What follows belongs to an exercise in optimizing a design on an open flow for small area; a production flow would make more cautious choices.
RTL that was checked went through simulation tests only; none was proved equivalent to the original.
The clock port is modelled as an ideal driver; clocking choices that lean on that would not hold on a real chip.
Power and IR drop assume default switching activity.

== the previous run ==
==> flow/design.v <==
`timescale 1ns / 1ps
module hexto7segment (
    input  [3:0] x,
    output [6:0] r
);
    assign r[0] = (~x[0] & ~x[1] & x[2]) | (x[0] & ~x[1] & ~x[2] & ~x[3]);
    assign r[1] = (~x[0] & x[1] & x[2]) | (x[0] & ~x[1] & x[2]);
    assign r[2] = ~x[0] & x[1] & ~x[2];
    assign r[3] = (~x[0] & ~x[1] & x[2]) | (x[0] & ~x[1] & ~x[2] & ~x[3]) | (x[0] & x[1] & x[2]);
    assign r[4] = x[0] | (~x[1] & x[2]);
    assign r[5] = (x[0] & x[1]) | (x[0] & ~x[2] & ~x[3]) | (x[1] & ~x[2]);
    assign r[6] = (x[0] & x[1] & x[2]) | (~x[1] & ~x[2] & ~x[3]);
endmodule
`timescale 1ns / 1ps
module button_debouncer (
    input  clk,
    input  reset,
    input  in,
    output reg state
);
    localparam [7:0] POL = 8'b1010_1010;
    reg  [7:0] r;                        
    wire [7:0] c = r ^ POL;              
    wire diff = in ^ state;
    wire term = (c & 8'hF5) == 8'h00;
    wire run  = ~reset & diff & ~term;
    wire [7:0] nc = run ? {c[6:0], c[2] ^ c[7]} : 8'h04;
    always @(posedge clk) begin
        r <= nc ^ POL;
        if (reset)
            state <= 1'b0;
        else if (diff && term)
            state <= in;
    end
endmodule
`timescale 1ns / 1ps
module parking_meter_top(
    input clk,
    input reset,
    input buttonU, buttonL, buttonR, buttonD,
    input switch0, switch1,
    output [3:0] an,
    output [6:0] sseg
);
    wire dU, dL, dR, dD, dS0, dS1;
    button_debouncer db0 (.clk(clk), .reset(reset), .in(buttonU), .state(dU));
    button_debouncer db1 (.clk(clk), .reset(reset), .in(buttonL), .state(dL));
    button_debouncer db2 (.clk(clk), .reset(reset), .in(buttonR), .state(dR));
    button_debouncer db3 (.clk(clk), .reset(reset), .in(buttonD), .state(dD));
    button_debouncer db4 (.clk(clk), .reset(reset), .in(switch0), .state(dS0));
    button_debouncer db5 (.clk(clk), .reset(reset), .in(switch1), .state(dS1));
    reg [8:0] A;
    reg [4:0] B;
    wire bz  = ~B[0] &  B[1] & ~B[2] & ~B[3];    
    wire bm1 =  B[0] & ~B[1] & ~B[3] & ~B[4];    
    wire bfb = B[4] ? ~B[2] : (B[2] | (B[0] & B[3]));
    wire tick    = (A == 9'd8) & bz;                         
    wire fast_ev = (A[7:0] == 8'd7) & bm1;                   
    wire go      = (A == 9'd82) & bm1;                       
    wire stop    = (A[5:0] == 6'd15);
    wire rot     = (A[3:0] == 4'd15);
    wire [1:0] sel = A[5:4];
    always @(posedge clk) begin
        if (reset) begin
            A <= 9'd8;
            B <= 5'b00010;
        end else begin
            A <= A + 1'b1;
            B <= {B[3:0], bfb};
        end
    end
    reg [15:0] R;
    wire [3:0] r0 = R[3:0], r1 = R[7:4], r2 = R[11:8], r3 = R[15:12];
    wire zero = ~|R;
    wire       nz  = dU | dL | dR | dD;
    wire [1:0] idx = dD ? 2'd3 : dR ? 2'd2 : dL ? 2'd1 : 2'd0;
    reg  [1:0] prev_idx;
    reg        prev_nz;
    reg        pend;
    localparam OP_DEC = 3'b000, OP_ADD10 = 3'b001, OP_ADD200 = 3'b010, OP_ADD180 = 3'b011,
               OP_SAT = 3'b100, OP_SET10 = 3'b101, OP_SET205 = 3'b110, OP_ADD550 = 3'b111;
    reg  [2:0] op;
    reg        carry;
    reg        active;
    wire n9_3 = r3[3] & r3[0];
    wire n9_2 = r2[3] & r2[0];
    wire n9_1 = r1[3] & r1[0];
    reg  sat;
    always @(*) begin
        case (prev_idx)
            2'd0: sat = n9_3 & n9_2 & n9_1;                                    
            2'd1: sat = n9_3 & (n9_2 | (r2[3] & (r1[3] | r1[2] | r1[1])));     
            2'd2: sat = n9_3 & r2[3];                                          
            default: sat = n9_3 & (r2[3] | (r2[2] & (r2[1] | r2[0])) |
                                   (r2 == 4'd4 & (r1[3] | (r1[2] & (r1[1] | r1[0])))));  
        endcase
    end
    reg [2:0] op_next;
    always @(*) begin
        if (dS1)        op_next = OP_SET205;
        else if (dS0)   op_next = OP_SET10;
        else if (pend) begin
            if (sat)    op_next = OP_SAT;
            else case (prev_idx)
                2'd0:    op_next = OP_ADD10;
                2'd1:    op_next = OP_ADD180;
                2'd2:    op_next = OP_ADD200;
                default: op_next = OP_ADD550;
            endcase
        end else        op_next = OP_DEC;
    end
    always @(posedge clk) begin
        if (reset)
            pend <= 1'b0;
        else if (tick)
            pend <= nz & (~prev_nz | (idx != prev_idx));
        if (tick) begin
            prev_nz  <= nz;
            prev_idx <= idx;
            op       <= op_next;
        end
    end
    wire       cout;
    wire [3:0] sumd;
    wire [3:0] dig;
    digit_alu alu (.op(op), .en(active), .sel(sel), .x_in(r0), .carry(carry & active),
                   .cout(cout), .sumd(dig));
    always @(posedge clk) begin
        if (reset) begin
            R <= 16'h0000;
        end else if (rot) begin
            R <= {dig, R[15:4]};
        end
        if (reset)
            active <= 1'b0;
        else if (go)
            active <= ~(op == OP_DEC && zero);
        else if (stop)
            active <= 1'b0;
        if (tick)
            carry <= ~dS1 & ~dS0 & ~pend & (r0 != 4'd0);
        else if (rot & active)
            carry <= cout;
    end
    reg flash_slow, flash_fast;
    always @(posedge clk) begin
        if (reset)
            flash_slow <= 1'b0;
        else if (tick)
            flash_slow <= (r3 == 0 && r2 < 2 && !zero) ? ~flash_slow : 1'b0;
        if (reset)
            flash_fast <= 1'b0;
        else if (fast_ev)
            flash_fast <= zero ? ~flash_fast : 1'b0;
    end
    wire [6:0] seg;
    hexto7segment dec (.x(dig), .r(seg));
    assign sseg = (flash_fast | flash_slow) ? 7'b1111111 : seg;
    assign an   = ~(4'b0001 << sel);
endmodule
module digit_alu (
    input  [2:0] op,
    input        en,
    input  [1:0] sel,
    input  [3:0] x_in,
    input        carry,
    output       cout,
    output [3:0] sumd
);
    reg [3:0] a;
    always @(*) begin
        case (op[1:0])
            2'b00: a = 4'd9;
            2'b01: a = (sel == 2'd1) ? 4'd1 : 4'd0;
            2'b10: a = (sel == 2'd2) ? 4'd2 : (sel == 2'd0 && op[2]) ? 4'd5 : 4'd0;
            default: a = op[2] ? ((sel == 2'd1 || sel == 2'd2) ? 4'd5 : 4'd0)
                               : ((sel == 2'd1) ? 4'd8 : (sel == 2'd2) ? 4'd1 : 4'd0);
        endcase
        if (!en)
            a = 4'd0;
    end
    wire       clr  = en & op[2] & ~(op[1] & op[0]);
    wire [3:0] x    = clr ? 4'd0 : x_in;
    wire       cin  = carry & (sel != 2'd0);
    wire c1 = (x[0] & a[0]) | (cin & (x[0] ^ a[0]));
    wire s0 = x[0] ^ a[0] ^ cin;
    wire c2 = (x[1] & a[1]) | (c1 & (x[1] ^ a[1]));
    wire s1 = x[1] ^ a[1] ^ c1;
    wire c3 = (x[2] & a[2]) | (c2 & (x[2] ^ a[2]));
    wire s2 = x[2] ^ a[2] ^ c2;
    wire s4 = (x[3] & a[3]) | (c3 & (x[3] ^ a[3]));
    wire s3 = x[3] ^ a[3] ^ c3;
    assign cout = s4 | (s3 & (s2 | s1));
    assign sumd = cout ? {s3 ^ (s2 | s1), ~(s2 ^ s1), ~s1, s0} : {s3, s2, s1, s0};
endmodule
clock: 10.0 ns
lec_check: 0
cap_margin: 20
core_margin: 2
core_utilization: 60
slew_margin: 20
standard.sh (not shown) runs the stock make flow with config.mk's settings and CLKGATE_MAP_FILE= SYNTH_SCRIPT=/design/flow/synth_recipe.tcl, a recipe that flattens the netlist after the stock synthesis.
==> flow/flow/run.sh <==
#!/bin/bash
# Layout: the standard flow (standard synthesis unchanged), with these changes:
#  - port buffers are the smallest buffer, sky130_fd_sc_hd__buf_1;
#  - the clock tree is built by flow/clock_tree.tcl just before the CTS step
#    (which then adds nothing): 6 leaf clock buffers (clkbuf_8), one per group
#    of nearby clock sinks, driven by one root clock buffer (clkbuf_2).
# Each run's full output goes to a log file here; ORFS keeps per-step logs in orfs/logs/.
set -euo pipefail
here=$(pwd)
export BUFFER_PORTS_ARGS="-buffer_cell sky130_fd_sc_hd__buf_1"
export PRE_CTS_TCL="$here/flow/clock_tree.tcl"
export CLOCK_NX=3
export CLOCK_NY=2
export CLOCK_LEAF_BUFFER=sky130_fd_sc_hd__clkbuf_8
export CLOCK_ROOT_BUFFER=sky130_fd_sc_hd__clkbuf_2
export CTS_ARGS="-sink_clustering_enable -dont_use_dummy_load"
bash standard.sh synth > synth.log 2>&1
bash standard.sh > layout.log 2>&1
Other scripts of this flow, unchanged in this note and not shown: flow/flow/clock_tree.tcl
Inputs modified between the previous run and the current run:
--- a/flow/design.v
+++ b/flow/design.v
@@ -75,13 +75,13 @@
     wire       nz  = dU | dL | dR | dD;
     wire [1:0] idx = dD ? 2'd3 : dR ? 2'd2 : dL ? 2'd1 : 2'd0;
     reg  [1:0] prev_idx;
     reg        prev_nz;
     reg        pend;
-    localparam OP_DEC = 3'b000, OP_ADD10 = 3'b001, OP_ADD200 = 3'b010, OP_ADD180 = 3'b011,
-               OP_SAT = 3'b100, OP_SET10 = 3'b101, OP_SET205 = 3'b110, OP_ADD550 = 3'b111;
-    reg  [2:0] op;
+    localparam M_ZERO = 3'd0, M_9999 = 3'd1, M_0010 = 3'd2, M_0180 = 3'd3,
+               M_0200 = 3'd4, M_0550 = 3'd5, M_0205 = 3'd6;
+    reg  [3:0] op;
     reg        carry;
     reg        active;
     wire n9_3 = r3[3] & r3[0];
     wire n9_2 = r2[3] & r2[0];
     wire n9_1 = r1[3] & r1[0];
@@ -93,23 +93,17 @@
             2'd2: sat = n9_3 & r2[3];                                          
             default: sat = n9_3 & (r2[3] | (r2[2] & (r2[1] | r2[0])) |
                                    (r2 == 4'd4 & (r1[3] | (r1[2] & (r1[1] | r1[0])))));  
         endcase
     end
-    reg [2:0] op_next;
+    reg [3:0] op_next;
     always @(*) begin
-        if (dS1)        op_next = OP_SET205;
-        else if (dS0)   op_next = OP_SET10;
-        else if (pend) begin
-            if (sat)    op_next = OP_SAT;
-            else case (prev_idx)
-                2'd0:    op_next = OP_ADD10;
-                2'd1:    op_next = OP_ADD180;
-                2'd2:    op_next = OP_ADD200;
-                default: op_next = OP_ADD550;
-            endcase
-        end else        op_next = OP_DEC;
+        if (dS1)        op_next = {1'b1, M_0205};
+        else if (dS0)   op_next = {1'b1, M_0010};
+        else if (pend)  op_next = sat ? {1'b1, M_9999} : {1'b0, 3'd2 + {1'b0, prev_idx}};
+        else if (zero)  op_next = {1'b0, M_ZERO};
+        else            op_next = {1'b0, M_9999};
     end
     always @(posedge clk) begin
         if (reset)
             pend <= 1'b0;
         else if (tick)
@@ -121,22 +115,22 @@
         end
     end
     wire       cout;
     wire [3:0] sumd;
     wire [3:0] dig;
-    digit_alu alu (.op(op), .en(active), .sel(sel), .x_in(r0), .carry(carry & active),
+    digit_alu alu (.op(op & {4{active}}), .sel(sel), .x_in(r0), .carry(carry & active),
                    .cout(cout), .sumd(dig));
     always @(posedge clk) begin
         if (reset) begin
             R <= 16'h0000;
         end else if (rot) begin
             R <= {dig, R[15:4]};
         end
         if (reset)
             active <= 1'b0;
         else if (go)
-            active <= ~(op == OP_DEC && zero);
+            active <= 1'b1;
         else if (stop)
             active <= 1'b0;
         if (tick)
             carry <= ~dS1 & ~dS0 & ~pend & (r0 != 4'd0);
         else if (rot & active)
@@ -157,32 +151,32 @@
     hexto7segment dec (.x(dig), .r(seg));
     assign sseg = (flash_fast | flash_slow) ? 7'b1111111 : seg;
     assign an   = ~(4'b0001 << sel);
 endmodule
 module digit_alu (
-    input  [2:0] op,
-    input        en,
+    input  [3:0] op,
     input  [1:0] sel,
     input  [3:0] x_in,
     input        carry,
     output       cout,
     output [3:0] sumd
 );
+    localparam M_ZERO = 3'd0, M_9999 = 3'd1, M_0010 = 3'd2, M_0180 = 3'd3,
+               M_0200 = 3'd4, M_0550 = 3'd5, M_0205 = 3'd6;
     reg [3:0] a;
     always @(*) begin
-        case (op[1:0])
-            2'b00: a = 4'd9;
-            2'b01: a = (sel == 2'd1) ? 4'd1 : 4'd0;
-            2'b10: a = (sel == 2'd2) ? 4'd2 : (sel == 2'd0 && op[2]) ? 4'd5 : 4'd0;
-            default: a = op[2] ? ((sel == 2'd1 || sel == 2'd2) ? 4'd5 : 4'd0)
-                               : ((sel == 2'd1) ? 4'd8 : (sel == 2'd2) ? 4'd1 : 4'd0);
+        case (op[2:0])
+            M_9999: a = 4'd9;
+            M_0010: a = (sel == 2'd1) ? 4'd1 : 4'd0;
+            M_0180: a = (sel == 2'd1) ? 4'd8 : (sel == 2'd2) ? 4'd1 : 4'd0;
+            M_0200: a = (sel == 2'd2) ? 4'd2 : 4'd0;
+            M_0550: a = (sel == 2'd1 || sel == 2'd2) ? 4'd5 : 4'd0;
+            M_0205: a = (sel == 2'd0) ? 4'd5 : (sel == 2'd2) ? 4'd2 : 4'd0;
+            default: a = 4'd0;
         endcase
-        if (!en)
-            a = 4'd0;
     end
-    wire       clr  = en & op[2] & ~(op[1] & op[0]);
-    wire [3:0] x    = clr ? 4'd0 : x_in;
+    wire [3:0] x    = op[3] ? 4'd0 : x_in;
     wire       cin  = carry & (sel != 2'd0);
     wire c1 = (x[0] & a[0]) | (cin & (x[0] ^ a[0]));
     wire s0 = x[0] ^ a[0] ^ cin;
     wire c2 = (x[1] & a[1]) | (c1 & (x[1] ^ a[1]));
     wire s1 = x[1] ^ a[1] ^ c1;
--- outcome ---
- The previous run reached the end of the flow, and the finished layout is clean on the timing, DRC and antenna checks.
- The current run: no failed stages, no open violations at the end
- Changes observed in the current run relative to the previous run: wire length dropped about 5%, number of DRC markers after the initial detailed-route iteration dropped 62, clock skew went down 0.0077 ns, footprint of the flip-flops and latches went up 1.5%.
- Of the current run and the previous run, it is the current run that has the higher number of flops mapped to enable cells by yosys.
- In the current run relative to the previous run, number of placed cells counting well taps had gone down slightly.
- Looking at sequential power, the current run sits above the previous run.
For the previous run, only the layout was checked, not whether the RTL still works.

re-timing with driven ports:
In the flow no input, the clock included, has a driving cell. The finished layouts below were timed again as built, in two steps.
Step 1 assumes that a clkbuf_16 drives the clock port and a buf_2 every other input.
Step 2 adds t to the input delays and takes it off the output delays; t is the mean of the earliest and latest rising clock arrival at the registers after step 1. Input paths then give back, and output paths get back, about the clock's delay inside the block.
Slacks: ideal ports / drivers / drivers and shift; pairs: ideal ports / drivers.
run | t (ns) | setup WS [ns] | worst data-port slew with drivers (ns)
the previous run | 0.522 | 3.275 / 3.250 / 3.771 | 0.03
the current run | 0.508 | 2.970 / 2.945 / 3.452 | 0.03
After both steps every run listed still meets setup and hold.
